This design comes from an exercise in tuning for small area on the open sky130 flow, not from production work. The RTL was checked by simulation tests, not by an equivalence proof against the original design.

==> 04-03 <==
==> flow/design.v <==
module two_port_ram #(
    parameter ADDR_WIDTH = 6,
    parameter DATA_WIDTH = 30,
    parameter RAM_DEPTH  = 1 << ADDR_WIDTH
)(
    input                   clk,
    input                   i_we,
    input  [ADDR_WIDTH-1:0] i_waddr,
    input  [DATA_WIDTH-1:0] i_din,
    input                   i_re,
    input  [ADDR_WIDTH-1:0] i_raddr,
    output [DATA_WIDTH-1:0] o_dout
);
    reg [DATA_WIDTH-1:0] r_mem [0:RAM_DEPTH-1];
    reg [DATA_WIDTH-1:0] r_tmp_data;
    assign o_dout = r_tmp_data;
    always @(posedge clk) begin
        if (i_we)
            r_mem[i_waddr] <= i_din;
    end
    always @(posedge clk) begin
        if (i_re)
            r_tmp_data <= r_mem[i_raddr];
    end
endmodule
module line_buf_ctrl #(
    parameter HTOT = 80,
    parameter HACT = 64
)(
    input             clk,
    input             rstn,
    input             i_vsync,
    input             i_hsync,
    input             i_de,
    input       [9:0] i_r_data,
    input       [9:0] i_g_data,
    input       [9:0] i_b_data,
    output wire       o_vsync,
    output wire       o_hsync,
    output wire       o_de,
    output wire [9:0] o_r_data,
    output wire [9:0] o_g_data,
    output wire [9:0] o_b_data
);
    localparam DELAY_CYCLES = 2 * HTOT;
    localparam CNT_WIDTH    = $clog2(DELAY_CYCLES + 1);
    localparam W            = 33;
    wire [W-1:0] din = {i_vsync, i_hsync, i_de, i_r_data, i_g_data, i_b_data};
    wire [W-1:0] dout;
    genvar b;
    generate
        for (b = 0; b < W; b = b + 1) begin : g_lane
            reg [DELAY_CYCLES-1:0] sr;
            always @(posedge clk)
                sr <= {sr[DELAY_CYCLES-2:0], din[b]};
            assign dout[b] = sr[DELAY_CYCLES-1];
        end
    endgenerate
    reg  [CNT_WIDTH-1:0] cnt;
    wire                 valid = (cnt == DELAY_CYCLES);
    always @(posedge clk or negedge rstn) begin
        if (!rstn)
            cnt <= {CNT_WIDTH{1'b0}};
        else if (!valid)
            cnt <= cnt + 1'b1;
    end
    assign o_vsync  = dout[32] & valid;
    assign o_hsync  = dout[31] & valid;
    assign o_de     = dout[30] & valid;
    assign o_r_data = dout[29:20];
    assign o_g_data = dout[19:10];
    assign o_b_data = dout[9:0];
endmodule
module line_buf_ctrl_top #(
    parameter HTOT = 80,   
    parameter HACT = 64    
)(
    input             clk,
    input             rstn,
    input             i_vsync,
    input             i_hsync,
    input             i_de,
    input       [9:0] i_r_data,
    input       [9:0] i_g_data,
    input       [9:0] i_b_data,
    output wire       o_vsync,
    output wire       o_hsync,
    output wire       o_de,
    output wire [9:0] o_r_data,
    output wire [9:0] o_g_data,
    output wire [9:0] o_b_data
);
    line_buf_ctrl #(
        .HTOT(HTOT),
        .HACT(HACT)
    ) u_line_buf_ctrl (
        .clk     (clk),
        .rstn    (rstn),
        .i_vsync (i_vsync),
        .i_hsync (i_hsync),
        .i_de    (i_de),
        .i_r_data(i_r_data),
        .i_g_data(i_g_data),
        .i_b_data(i_b_data),
        .o_vsync (o_vsync),
        .o_hsync (o_hsync),
        .o_de    (o_de),
        .o_r_data(o_r_data),
        .o_g_data(o_g_data),
        .o_b_data(o_b_data)
    );
endmodule
==> flow/run.sh <==
#!/bin/bash
# synth_recipe.tcl (not shown) runs the flow's synth.tcl, then flattens the netlist and writes it again
# the make line also repeats each setting of config.mk as NAME=value (left out here)
make -C /OpenROAD-flow-scripts/flow DESIGN_CONFIG=/design/flow/config.mk WORK_HOME=/design/flow/orfs CLKGATE_MAP_FILE= SYNTH_SCRIPT=/design/flow/synth_recipe.tcl finish
==> flow/config.mk <==
export PLATFORM = sky130hd
export DESIGN_NAME = line_buf_ctrl_top
export DESIGN_NICKNAME = line_buf_ctrl_top
export VERILOG_FILES = /design/flow/design.v
export SDC_FILE = /design/flow/constraint.sdc
export NUM_CORES = 4
export LEC_CHECK = 0
export CAP_MARGIN = 20
export CORE_MARGIN = 2
export CORE_UTILIZATION = 75
export CTS_BUF_LIST = sky130_fd_sc_hd__clkbuf_16
export CTS_CLUSTER_DIAMETER = 60
export CTS_CLUSTER_SIZE = 34
export PLACE_DENSITY = 0.85
export SLEW_MARGIN = 20
==> flow/constraint.sdc <==
create_clock -name core_clock -period 10.0 [get_ports {clk}]
set_input_delay 2.0000 -clock core_clock [delete_from_list [all_inputs] [get_ports {clk}]]
set_output_delay 2.0000 -clock core_clock [all_outputs]
set_load 0.01 [all_outputs]
==> 08-16: changes against 04-03 <==
==> flow/design.v, changed modules only <==
module line_buf_ctrl #(
    parameter HTOT = 80,
    parameter HACT = 64
)(
    input             clk,
    input             rstn,
    input             i_vsync,
    input             i_hsync,
    input             i_de,
    input       [9:0] i_r_data,
    input       [9:0] i_g_data,
    input       [9:0] i_b_data,
    output wire       o_vsync,
    output wire       o_hsync,
    output wire       o_de,
    output wire [9:0] o_r_data,
    output wire [9:0] o_g_data,
    output wire [9:0] o_b_data
);
    localparam DELAY_CYCLES = 2 * HTOT;
    localparam CNT_WIDTH    = $clog2(DELAY_CYCLES + 1);
    localparam W            = 33;
    wire [W-1:0] din = {i_vsync, i_hsync, i_de, i_r_data, i_g_data, i_b_data};
    wire [W-1:0] dout;
    genvar b;
    generate
        for (b = 0; b < W; b = b + 1) begin : g_lane
            reg [DELAY_CYCLES-1:0] sr;
            always @(posedge clk)
                sr <= {sr[DELAY_CYCLES-2:0], din[b]};
            assign dout[b] = sr[DELAY_CYCLES-1];
        end
    endgenerate
    reg valid;
    generate
        if (DELAY_CYCLES == 160) begin : g_lfsr
            reg  [7:0] lfsr;
            wire       last = lfsr[6] & ~lfsr[4] & ~lfsr[3] &
                              lfsr[2] &  lfsr[1] &  lfsr[0];
            always @(posedge clk or negedge rstn) begin
                if (!rstn) begin
                    lfsr  <= 8'd0;
                    valid <= 1'b0;
                end else begin
                    lfsr  <= {lfsr[6:0], ~(lfsr[7] ^ lfsr[2])};
                    valid <= valid | last;
                end
            end
        end else begin : g_cnt
            reg [CNT_WIDTH-1:0] cnt;
            always @(posedge clk or negedge rstn) begin
                if (!rstn) begin
                    cnt   <= {CNT_WIDTH{1'b0}};
                    valid <= 1'b0;
                end else begin
                    if (!valid)
                        cnt <= cnt + 1'b1;
                    valid <= valid | (cnt == DELAY_CYCLES - 1);
                end
            end
        end
    endgenerate
    assign o_vsync  = dout[32] & valid;
    assign o_hsync  = dout[31] & valid;
    assign o_de     = dout[30] & valid;
    assign o_r_data = dout[29:20];
    assign o_g_data = dout[19:10];
    assign o_b_data = dout[9:0];
endmodule
==> flow/flow/run.sh (new file) <==
#!/bin/bash
# The standard layout (the standard.sh: unchanged synthesis, floorplan, power grid,
# placement, CTS and routing) with two changes:
#  - the port buffers are the smallest buffer cell instead of the resizer's default pick;
#  - CTS inserts no dummy loads (the same CTS arguments as config.mk's settings otherwise).
# Make's full output goes to flow_make.log; each ORFS step keeps its own log under orfs/logs/.
set -euo pipefail
bash standard.sh finish \
  "BUFFER_PORTS_ARGS=-buffer_cell sky130_fd_sc_hd__buf_1" \
  "CTS_ARGS=-sink_clustering_enable -repair_clock_nets -dont_use_dummy_load -sink_clustering_size 13 -sink_clustering_max_diameter 40 -buf_list sky130_fd_sc_hd__clkbuf_4" \
  > flow_make.log 2>&1
==> flow/standard.sh (new file) <==
#!/bin/bash
# synth_recipe.tcl (not shown) runs the flow's synth.tcl, then flattens the netlist and writes it again
# the make line also repeats each setting of config.mk as NAME=value (left out here)
make -C /OpenROAD-flow-scripts/flow DESIGN_CONFIG=/design/flow/config.mk WORK_HOME=/design/flow/orfs CLKGATE_MAP_FILE= SYNTH_SCRIPT=/design/flow/synth_recipe.tcl "${@:-finish}"
--- a/flow/config.mk
+++ b/flow/config.mk
@@ -9,7 +9,7 @@
 export CORE_MARGIN = 2
-export CORE_UTILIZATION = 75
-export CTS_BUF_LIST = sky130_fd_sc_hd__clkbuf_16
-export CTS_CLUSTER_DIAMETER = 60
-export CTS_CLUSTER_SIZE = 34
-export PLACE_DENSITY = 0.85
+export CORE_UTILIZATION = 60
+export CTS_BUF_LIST = sky130_fd_sc_hd__clkbuf_4
+export CTS_CLUSTER_DIAMETER = 40
+export CTS_CLUSTER_SIZE = 13
+export PLACE_DENSITY = 0.7
 export SLEW_MARGIN = 20
removed: flow/run.sh
==> notes.md <==
04-03 aborted during clock tree synthesis (4_1_cts). 08-16 finished with timing, DRC and antenna clean. Against 04-03, the synthesized cell count of 08-16 is lower by 0.37%. In area after synthesis, 08-16 and 04-03 hardly differ.

[port drivers added, routing unchanged]
How much do the figures lean on ideal ports? The routed layout below was timed once more, with nothing changed but the port constraints.
Step 1 assumes that a clkbuf_16 drives the clock port and a buf_2 every other input.
Step 2, shift: input delay + t, output delay - t, t = (earliest + latest rising clock arrival at the registers) / 2. This alone moves slack from input paths to output paths.
a / b / c = ideal ports / drivers / drivers and shift; a / b = the first two.
run: 08-16
t (ns): 1.360
setup slack, ns: 6.017 / 5.949 / 7.309
hold slack, ns: 0.263 / 0.263 / 0.263
After both steps setup and hold are still met in 08-16. For 08-16, drivers alone change the setup slack by -0.068 ns; drivers and shift together by +1.292 ns.
